This design comes from an exercise in tuning for small area and a short achievable clock period on the open sky130 flow, not from production work.

Setup of exp/garnet:
Design tod_core, start of the top module:
module tod_core #(parameter TIME_WIDTH_SUB_NS=20, TIME_WIDTH_NS=32, TIME_WIDTH_SEC=48) (
    input clk,
    input rst_n,
    input set_init_time,  
    input set_offset_time,  
    input plus_offset_time,  
    input wire [TIME_WIDTH_SUB_NS-1:0] init_time_sub_ns,
    input wire [TIME_WIDTH_NS-1:0] init_time_ns,
    input wire [TIME_WIDTH_SEC-1:0] init_time_sec,
    input wire [TIME_WIDTH_SUB_NS-1:0] offset_time_sub_ns,
    input wire [TIME_WIDTH_NS-1:0] offset_time_ns,  
    input wire [TIME_WIDTH_SUB_NS-1:0] incr_time_sub_ns,
    input wire [TIME_WIDTH_NS-1:0] incr_time_ns,
    output reg [TIME_WIDTH_SUB_NS-1:0] time_sub_ns,
    output reg [TIME_WIDTH_NS-1:0] time_ns,
    output reg [TIME_WIDTH_SEC-1:0] time_sec
);
localparam W = TIME_WIDTH_SUB_NS + TIME_WIDTH_NS;    
localparam LW = TIME_WIDTH_SUB_NS + 9;                 
localparam HW = W - LW;                                
localparam [HW-1:0] KP = 23'd1953125;                  
localparam [HW-1:0] KM = -23'd1953125;
wire minus = set_offset_time & ~plus_offset_time;
wire [W-1:0] a = {time_ns, time_sub_ns};
wire [W-1:0] b = {incr_time_ns, incr_time_sub_ns};
wire [W-1:0] c = {W{set_offset_time}} & ({offset_time_ns, offset_time_sub_ns} ^ {W{minus}});
wire [W-1:0] x = a ^ b ^ c;
wire [W-1:0] y = {(a[W-2:0] & b[W-2:0]) | (a[W-2:0] & c[W-2:0]) | (b[W-2:0] & c[W-2:0]), 1'b0};
wire [LW-1:0] lo;
wire c9;
tod_add_lo u_lo (.a(x[LW-1:0]), .b(y[LW-1:0]), .cin(minus), .s(lo), .cout(c9));
wire [HW-1:0] xu = x[W-1:LW];
wire [HW-1:0] yu = y[W-1:LW];
wire [HW-1:0] xp = xu ^ yu ^ KP;
wire [HW-1:0] yp = {(xu[HW-2:0] & yu[HW-2:0]) | (xu[HW-2:0] & KP[HW-2:0]) | (yu[HW-2:0] & KP[HW-2:0]), 1'b0};
wire [HW-1:0] xm = xu ^ yu ^ KM;
wire [HW-1:0] ym = {(xu[HW-2:0] & yu[HW-2:0]) | (xu[HW-2:0] & KM[HW-2:0]) | (yu[HW-2:0] & KM[HW-2:0]), 1'b0};
wire [HW-1:0] u0, up, um;
wire co0, cop, com;
tod_add_hi u_h0 (.a(xu), .b(yu), .cin(c9), .s(u0), .cout(co0));
tod_add_hi u_hp (.a(xp), .b(yp), .cin(c9), .s(up), .cout(cop));
  ...
Settings: LEC_CHECK=0, CAP_MARGIN=20, CORE_MARGIN=2, CORE_UTILIZATION=40, SLEW_MARGIN=20; clock period 18.0 ns.
standard.sh (not shown) runs the stock make flow with config.mk's settings and CLKGATE_MAP_FILE= SYNTH_SCRIPT=/design/flow/synth_recipe.tcl, a recipe that flattens the netlist after the stock synthesis.
==> flow/flow/run.sh <==
#!/bin/bash
# The standard layout (standard.sh), with three changes to how it is made:
# - synthesis maps all logic with flow/abc.script, an area-oriented ABC script (see flow/synth.tcl);
# - the port buffers use the smallest buffer cell instead of buffer_ports' default;
# - repair_timing works towards a setup slack of 10 ns at the design's clock period.
# The output of every step goes to standard.log here (ORFS's own per-step logs stay in orfs/logs).
set -euo pipefail
export FLOW_ABC_SCRIPT=$PWD/flow/abc.script
bash standard.sh SYNTH_SCRIPT=$PWD/flow/synth.tcl "BUFFER_PORTS_ARGS=-buffer_cell sky130_fd_sc_hd__buf_1" SETUP_SLACK_MARGIN=10 finish > standard.log 2>&1
==> flow/flow/abc.script <==
strash
dch
amap
==> flow/flow/synth.tcl <==
# synth_recipe.tcl (the standard synthesis) with two changes: ABC maps with
# flow/abc.script in place of ORFS's abc_speed.script, and full and half adders
# are not extracted into fa/ha cells first (ABC maps that logic with the rest).
# Everything else, including the register names and cells, is as in the
# standard synthesis.
proc synth {args} { yosys synth -nofsm -noshare {*}$args }
proc extract_fa {args} { }
proc abc {args} {
  set i [lsearch -exact $args -script]
  if { $i >= 0 } {
    set args [lreplace $args [expr {$i + 1}] [expr {$i + 1}] $::env(FLOW_ABC_SCRIPT)]
  }
  yosys abc {*}$args
}
source $::env(SCRIPTS_DIR)/synth.tcl
# left out here: clear keep_hierarchy, flatten, clean up, hide names made inside functions, write 1_2_yosys.v
#### Input delta (exp/lagoon over exp/garnet)
Settings: CORE_UTILIZATION: 40 -> 55; CTS_BUF_LIST: unset -> sky130_fd_sc_hd__clkbuf_4 sky130_fd_sc_hd__clkbuf_8.
==> flow/flow/abc.script <==
&get -n
&st
&dch
&nf -a
&put
[summary]
exp/lagoon and exp/garnet all finish clean. [exp/lagoon] antenna diode count fell 2 relative to exp/garnet. Compared exp/lagoon vs exp/garnet, and shortest period the worst path allows is down in exp/lagoon. Any difference in area taken by flip-flops and latches between exp/lagoon and exp/garnet is small enough to ignore. Filler cell count in the final layout (lower): exp/lagoon. Relative to exp/garnet, first-pass GRT wire length has gone down in exp/lagoon. Final-stage net count sits lower in exp/lagoon than in exp/garnet. Final cell area excluding filler cells: exp/lagoon vs exp/garnet down 13%. Sort exp/lagoon and exp/garnet by global-route met2 utilization desc -> top: exp/garnet. exp/lagoon vs exp/garnet, initial standard-cell utilization of the core went up by 16 points.
What exp/quartz does differently from exp/lagoon at the input level:
Settings: swapping 55 for 40 in CORE_UTILIZATION; clearing CTS_BUF_LIST, which used to be sky130_fd_sc_hd__clkbuf_4 sky130_fd_sc_hd__clkbuf_8.
==> flow/flow/abc.script <==
strash
&get -n
&fraig -x
&put
scorr
dc2
strash
&get -n
&dch -f
&nf
&put
==> run notes <==
- Measured against each other, exp/lagoon and exp/quartz differ in placeable core region, the lower figure coming from exp/lagoon.
- Met3 layer wire length in the routed design (exp/quartz over exp/lagoon): decrease, 21%
- Between exp/quartz and exp/lagoon, it is exp/quartz whose share of post-route cells with drive strength above 1 is higher, by 12 points.
- Across both runs, setup slack after layout was lower for exp/quartz than for exp/lagoon.
Here is what was changed in the inputs of exp/onyx compared with exp/quartz.
==> flow/flow/abc.script <==
&get -n
&st
&dch
&nf -a
&put
Results
- exp/onyx finished all stages; the layout is clean.
- Changes observed in exp/onyx relative to exp/quartz: post-placement worst setup slack higher, shortest period the worst path allows lower.
- Diff exp/onyx and exp/quartz: wire length of the first global-routing pass higher in exp/onyx
Function was not checked in any run of this note: the RTL went through the layout flow alone.

== cedar ==
Another version of the RTL of tod_core (not shown whole).
Size in the first run: roughly 1,900 cells after synthesis, roughly 310 I/O pins, about 16,000 um^2 of cells after synthesis.
// tod_core
module tod_core #(parameter TIME_WIDTH_SUB_NS=20, TIME_WIDTH_NS=32, TIME_WIDTH_SEC=48) (
    input clk,
    input rst_n,
    input set_init_time,  
    input set_offset_time,  
    input plus_offset_time,  
    input wire [TIME_WIDTH_SUB_NS-1:0] init_time_sub_ns,
    input wire [TIME_WIDTH_NS-1:0] init_time_ns,
    input wire [TIME_WIDTH_SEC-1:0] init_time_sec,
    input wire [TIME_WIDTH_SUB_NS-1:0] offset_time_sub_ns,
    input wire [TIME_WIDTH_NS-1:0] offset_time_ns,  
    input wire [TIME_WIDTH_SUB_NS-1:0] incr_time_sub_ns,
    input wire [TIME_WIDTH_NS-1:0] incr_time_ns,
    output reg [TIME_WIDTH_SUB_NS-1:0] time_sub_ns,
    output reg [TIME_WIDTH_NS-1:0] time_ns,
    output reg [TIME_WIDTH_SEC-1:0] time_sec
);
==> flow/config.mk <==
export PLATFORM = sky130hd
export DESIGN_NAME = tod_core
export DESIGN_NICKNAME = tod_core
export VERILOG_FILES = /design/flow/design.v
export SDC_FILE = /design/flow/constraint.sdc
export NUM_CORES = 4
export LEC_CHECK = 0
export CAP_MARGIN = 20
export CORE_MARGIN = 2
export CORE_UTILIZATION = 40
export SLEW_MARGIN = 20
export SYNTH_HIERARCHICAL = 1
==> flow/constraint.sdc <==
create_clock -name core_clock -period 18.0 [get_ports {clk}]
set_input_delay 3.6000 -clock core_clock [delete_from_list [all_inputs] [get_ports {clk}]]
set_output_delay 3.6000 -clock core_clock [all_outputs]
set_load 0.01 [all_outputs]
==> flow/flow/run.sh <==
#!/bin/bash
# The standard layout, with the port buffers made from the smallest buffer cell
# instead of the one buffer_ports picks by default. Each step's output goes to a log here.
set -euo pipefail
bash standard.sh "BUFFER_PORTS_ARGS=-buffer_cell sky130_fd_sc_hd__buf_1" SETUP_SLACK_MARGIN=11 finish > standard.log 2>&1
cedar: all stages complete, timing, DRC and antenna checks passed
--- input diff cedar..violet ---
==> flow/run.sh (new file) <==
#!/bin/bash
# synth_recipe.tcl (not shown) runs the flow's synth.tcl, then flattens the netlist and writes it again
# the make line also repeats each setting of config.mk as NAME=value (left out here)
make -C /OpenROAD-flow-scripts/flow DESIGN_CONFIG=/design/flow/config.mk WORK_HOME=/design/flow/orfs CLKGATE_MAP_FILE= SYNTH_SCRIPT=/design/flow/synth_recipe.tcl finish
removed: flow/flow/run.sh
removed: flow/standard.sh
### Flow results
- violet | status: complete | timing, DRC, antenna: pass
- met3 demand-to-capacity share in global routing came out lower on violet than on cedar.
- Going from cedar to violet, number of optimization iterations in the first detailed-route pass decreased 1; number of buffers outside the clock class in the layout decreased 110.
Changes in nickel relative to violet:
==> flow/flow/run.sh (new file) <==
#!/bin/bash
# The standard layout, with the port buffers made from the smallest buffer cell
# instead of the one buffer_ports picks by default. Each step's output goes to a log here.
set -euo pipefail
bash standard.sh "BUFFER_PORTS_ARGS=-buffer_cell sky130_fd_sc_hd__buf_1" finish > standard.log 2>&1
==> flow/standard.sh (new file) <==
#!/bin/bash
# synth_recipe.tcl (not shown) runs the flow's synth.tcl, then flattens the netlist and writes it again
# the make line also repeats each setting of config.mk as NAME=value (left out here)
make -C /OpenROAD-flow-scripts/flow DESIGN_CONFIG=/design/flow/config.mk WORK_HOME=/design/flow/orfs CLKGATE_MAP_FILE= SYNTH_SCRIPT=/design/flow/synth_recipe.tcl "${@:-finish}"
removed: flow/run.sh
Results
violet → nickel: count of clock-net buffers in the final layout lower; count of hold buffers inserted by post-cts repair roughly the same; critical path depth lower; delay of the slowest cell on the worst path roughly the same.
Relative to nickel, the following input files were edited for indigo:
--- a/flow/flow/run.sh
+++ b/flow/flow/run.sh
@@ -4,2 +4,2 @@
 set -euo pipefail
-bash standard.sh "BUFFER_PORTS_ARGS=-buffer_cell sky130_fd_sc_hd__buf_1" finish > standard.log 2>&1
+bash standard.sh "BUFFER_PORTS_ARGS=-buffer_cell sky130_fd_sc_hd__buf_1" SETUP_SLACK_MARGIN=8 finish > standard.log 2>&1
--- outcome ---
Maximum net fanout on the critical path shrinks by more than half when moving from nickel to indigo.
Non-clock buffer count in indigo is 1.6% above nickel.
The sequential share of layout area was comparable across nickel and indigo.
Diff nickel and indigo: register-to-register slack lower in nickel
Looking at nickel and indigo, the final layout net count is a wash.
For clock skew, indigo and nickel come out practically identical.
The first-iteration DRC count reported for indigo is greater than that of nickel by about 10%.
No functional check of the RTL was part of any run of this note.

[re-timing with driven ports]
How much do the figures lean on ideal ports? The routed layouts below were timed once more, with nothing changed but the port constraints.
Step 1 sets driving cells, clkbuf_16 on the clock port and buf_2 on the other inputs (assumed; they add their load-dependent delay and slew).
Step 2 also shifts input and output timing later by t, the mid clock arrival at the registers, as if the neighbouring blocks saw the same clock.
a / b / c = ideal ports / drivers / drivers and shift; a / b = the first two.
run	t (ns)	setup WS [ns]	clock arrival spread, ns	cell pins on the clock port's net
exp/garnet	0.416	7.229 / 7.185 / 6.768	0.013 / 0.013	1
exp/lagoon	0.432	10.313 / 10.326 / 9.893	0.017 / 0.017	1
exp/quartz	0.399	1.947 / 1.865 / 1.466	0.021 / 0.021	1
exp/onyx	0.408	10.253 / 10.262 / 9.853	0.018 / 0.017	1
cedar	0.453	9.229 / 9.234 / 8.781	0.018 / 0.018	1
violet	0.432	5.570 / 5.603 / 5.171	0.017 / 0.016	1
nickel	0.441	6.066 / 6.092 / 5.652	0.012 / 0.013	1
indigo	0.442	8.348 / 8.374 / 7.933	0.011 / 0.011	1
After both steps setup and hold are still met in every run listed. The setup slack of exp/quartz, which loses most, moves by -0.082 ns with the drivers and by -0.481 ns with both steps.
